From an optimization exercise on the open Yosys and OpenROAD flow, aimed at small area; shortcuts taken in it are not production practice. The RTL was checked by simulation tests, not by an equivalence proof against the original design. The clock port is modelled as an ideal driver; clocking choices that lean on that would not hold on a real chip. Power and IR drop assume default switching activity.

Setup of the reference run:
## RhythmGame_Top
module RhythmGame_Top (
    input  wire        CLOCK_50,
    input  wire [3:0]  KEY,
    input  wire [9:0]  SW,
    output wire [6:0]  HEX0, HEX1, HEX2, HEX3, HEX4, HEX5,
    output wire [9:0]  LEDR,
    output wire [7:0]  o_DM_Row,
    output wire [7:0]  o_DM_Col,
    output wire        o_Piezo
);
Size in the first run: about 910 cells after synthesis, ~84 I/O pins, ~7900 um2 of cells after synthesis.
clock: 25.0 ns
lec_check: 0
cap_margin: 20
core_margin: 2
core_utilization: 65
slew_margin: 20
standard.sh (not shown) runs the stock make flow with config.mk's settings and CLKGATE_MAP_FILE= SYNTH_SCRIPT=/design/flow/synth_recipe.tcl, a recipe that flattens the netlist after the stock synthesis.
==> flow/flow/run.sh <==
#!/bin/bash
# Standard synthesis, then the combinational logic is re-mapped for area with
# ABC (flip-flops untouched), then the standard layout steps. Ports are
# buffered with the smallest buffer; CTS takes the arguments in cts_args.txt
# and cts_post.tcl then shrinks clock buffers where the clock slew allows.
set -euo pipefail
HERE=$(pwd)
RES=$HERE/orfs/results/$FLOW_PLATFORM/RhythmGame_Top/base
bash standard.sh $RES/1_2_yosys.v > synth.log 2>&1
cp $RES/1_2_yosys.v $HERE/1_2_yosys_standard.v
export REOPT_LIB=$FLOW_HOME/platforms/$FLOW_PLATFORM/lib/sky130_fd_sc_hd__tt_025C_1v80.lib
export REOPT_IN=$HERE/1_2_yosys_standard.v
export REOPT_DONT_USE="$(make -s -C $FLOW_HOME DESIGN_CONFIG=$FLOW_CONFIG print-DONT_USE_CELLS 2>/dev/null | sed "s/^DONT_USE_CELLS: //")"
# several ABC runs (scripts reopt*.abc, each with several seeds, 4 at a
# time); keep the smallest netlist
JOBS=()
for F in flow/reopt*.abc; do
  for S in 1 2 3 4; do JOBS+=("$F:$S"); done
done
N=0
for J in "${JOBS[@]}"; do
  F=${J%%:*}; S=${J##*:}; N=$((N+1))
  sed "s/@SEED@/$S/" $F > reopt_$N.abc
  REOPT_ABC=$HERE/reopt_$N.abc REOPT_OUT=$HERE/reopt_$N.v \
    yosys -c flow/reopt.tcl > reopt_$N.log 2>&1 &
  if (( N % 4 == 0 )); then wait; fi
done
wait
BEST=""; BESTA=""
for K in $(seq 1 $N); do
  A=$(grep "Chip area for module" reopt_$K.log | tail -1 | awk '{print $NF}')
  echo "run $K ($(head -c 200 reopt_$K.abc)): area $A" >> reopt.log
  if [[ -n "$A" && -s reopt_$K.v ]] && { [[ -z "$BESTA" ]] || python3 -c "import sys; sys.exit(0 if $A < $BESTA else 1)"; }; then
    BEST=$K; BESTA=$A
  fi
done
echo "best run $BEST: area $BESTA" >> reopt.log
cp reopt_$BEST.v $RES/1_2_yosys.v
touch $RES/1_2_yosys.v
bash standard.sh "BUFFER_PORTS_ARGS=-buffer_cell sky130_fd_sc_hd__buf_1" \
  "CTS_ARGS=$(cat flow/cts_args.txt)" "POST_CTS_TCL=$HERE/flow/cts_post.tcl" \
  finish > layout.log 2>&1
Other scripts of this flow, unchanged in this note and not shown: flow/flow/cts_args.txt, flow/flow/cts_post.tcl, flow/flow/reopt.abc, flow/flow/reopt.tcl, flow/flow/reopt_f.abc
The reference run closes out successfully: all stages finished, all timing, DRC and antenna checks passed.
Input-level comparison between the trial run and the reference run:
--- a/flow/design.v
+++ b/flow/design.v
@@ -141,42 +141,43 @@
             2'b10:   w_OptHalf = 9'd125;
             default: w_OptHalf = 9'd500;
         endcase
     end
     wire w_Begin = w_Idle & i_Start_Btn;               
     always @(posedge i_Clk or negedge i_Rst) begin
         if (!i_Rst) begin
             r_State     <= 2'b00;
             r_Miss      <= 4'd0;
             o_Sound_Cmd <= 2'd0;
-            r_HighScore <= 19'd0;
-            r_HighCombo <= 8'd0;
         end else begin
             r_Miss      <= w_Begin ? 4'd0 : r_Miss + {3'd0, w_Act & w_Lose};
             o_Sound_Cmd <= 2'd0;
             if (w_Act) begin
                 if (w_BotMiss | (w_AnyP & ~w_LastHit)) o_Sound_Cmd <= 2'd3;
                 else if (w_AnyP) o_Sound_Cmd <= w_Perfect ? 2'd1 : 2'd2;
             end
             if (w_Begin) r_State <= 2'b01;
-            if (w_Play & w_Hp0) begin
-                r_State <= 2'b10;
-                if (r_Score > r_HighScore) r_HighScore <= r_Score;
-            end
-            if (w_Play && r_Combo > r_HighCombo) r_HighCombo <= r_Combo;
+            if (w_Play & w_Hp0) r_State <= 2'b10;
             if (w_Over & ~(r_Half[10] | r_Half[8] | r_Half[7] | r_Half[6] | r_Half[4] | r_Half[3] | r_Half[2]))
                 r_State <= 2'b11;
         end
     end
     always @(posedge i_Clk) begin
         r_Score <= w_Begin ? 19'd0 : w_ScoreAdd;
         r_Combo <= (w_Begin | (w_Act & w_ComboClr)) ? 8'd0 : w_ComboNext;
+        if (w_Begin & ~r_State[0]) begin
+            r_HighScore <= 19'd0;
+            r_HighCombo <= 8'd0;
+        end else begin
+            if (w_Play & w_Hp0 & (r_Score > r_HighScore)) r_HighScore <= r_Score;
+            if (w_Play & (r_Combo > r_HighCombo)) r_HighCombo <= r_Combo;
+        end
         r_Speed_Cnt <= ((w_Act & w_Tick) | (w_Begin & ~r_State[0])) ? 10'd0
                                                                    : r_Speed_Cnt + {9'd0, w_Act};
         if (w_Idle)
             r_NHalf <= ~{2'b00, w_OptHalf};
         else if (w_Play & w_Hp0)
             r_NHalf <= 11'd0;                  
         else
             r_NHalf <= ~(r_Half - {10'd0, w_Over | (w_Act & w_AnyHit & w_HAbove100)});
         if (w_Idle & i_Start_Btn)
             r_NoNote <= 32'hffffffff;
@@ -193,22 +194,22 @@
     assign o_HP[0] = ~m[3] & ~m[2] & ~m[1] & ~m[0];
     assign o_HP[1] = ~m[3] & ~m[2] & ~m[1];
     assign o_HP[2] = ~(m[3] | m[2] | (m[1] & m[0]));
     assign o_HP[3] = ~m[3] & ~m[2];
     assign o_HP[4] = (~m[3] & ~m[2]) | (~m[3] & ~m[1] & ~m[0]);
     assign o_HP[5] = ~(m[3] | (m[2] & m[1]));
     assign o_HP[6] = ~(m[3] | (m[2] & m[1] & m[0]));
     assign o_HP[7] = ~m[3];
     assign o_HP[8] = ~m[3] | (~m[1] & ~m[0]);
     assign o_HP[9] = ~(m[3] & m[1]);
-    assign o_Score     = i_View_Mode ? r_HighScore[15:0] : (r_Score[15:0] & {16{o_Map_Valid}});
-    assign o_Combo     = i_View_Mode ? r_HighCombo : (r_Combo & {8{o_Map_Valid}});
+    assign o_Score     = (i_View_Mode ? r_HighScore[15:0] : r_Score[15:0]) & {16{o_Map_Valid}};
+    assign o_Combo     = (i_View_Mode ? r_HighCombo : r_Combo) & {8{o_Map_Valid}};
 endmodule
 module DotMatrix(
     input  wire        i_Clk,
     input  wire        i_Rst,
     input  wire [31:0] i_Map,
     input  wire        i_Valid,
     output wire [7:0]  o_DM_Col,
     output wire [7:0]  o_DM_Row
 );
     reg [3:0] r_Cnt;
--- outcome ---
- The reference run -> the trial run: synthesized area decreased slightly
- From the reference run to the trial run the numbers moved as follows: number of antenna cells inserted now sits higher, final area now sits lower, maximum cell stage delay along the critical path decreased by 0.09 ns relative to the old numbers, clock group total power closely matched the old numbers.
- Routed metal-1 wirelength, the trial run vs the reference run: up by a few percent

-- separate check: timing with driven ports --
In the flow no input, the clock included, has a driving cell. The finished layouts below were timed again as built, in two steps.
Step 1 (the two cells are an assumption about what drives the block):
set clk [get_ports {CLOCK_50}]
set_driving_cell -lib_cell sky130_fd_sc_hd__clkbuf_16 $clk
set_driving_cell -lib_cell sky130_fd_sc_hd__buf_2 [delete_from_list [all_inputs] $clk]
Step 2, shift: input delay + t, output delay - t, t = (earliest + latest rising clock arrival at the registers) / 2. This alone moves slack from input paths to output paths.
a / b / c = ideal ports / drivers / drivers and shift; a / b = the first two.
run | shift t [ns] | slack for setup (ns) | clock arrival spread, ns | pins driven straight from the clock port
the reference run | 0.599 | 12.484 / 12.458 / 12.458 | 0.041 / 0.041 | 1
the trial run | 0.596 | 11.904 / 11.876 / 11.876 | 0.036 / 0.036 | 1
After both steps setup and hold are still met in every run listed. For the trial run, which loses most, drivers alone change the setup slack by -0.028 ns; drivers and shift together by -0.028 ns.
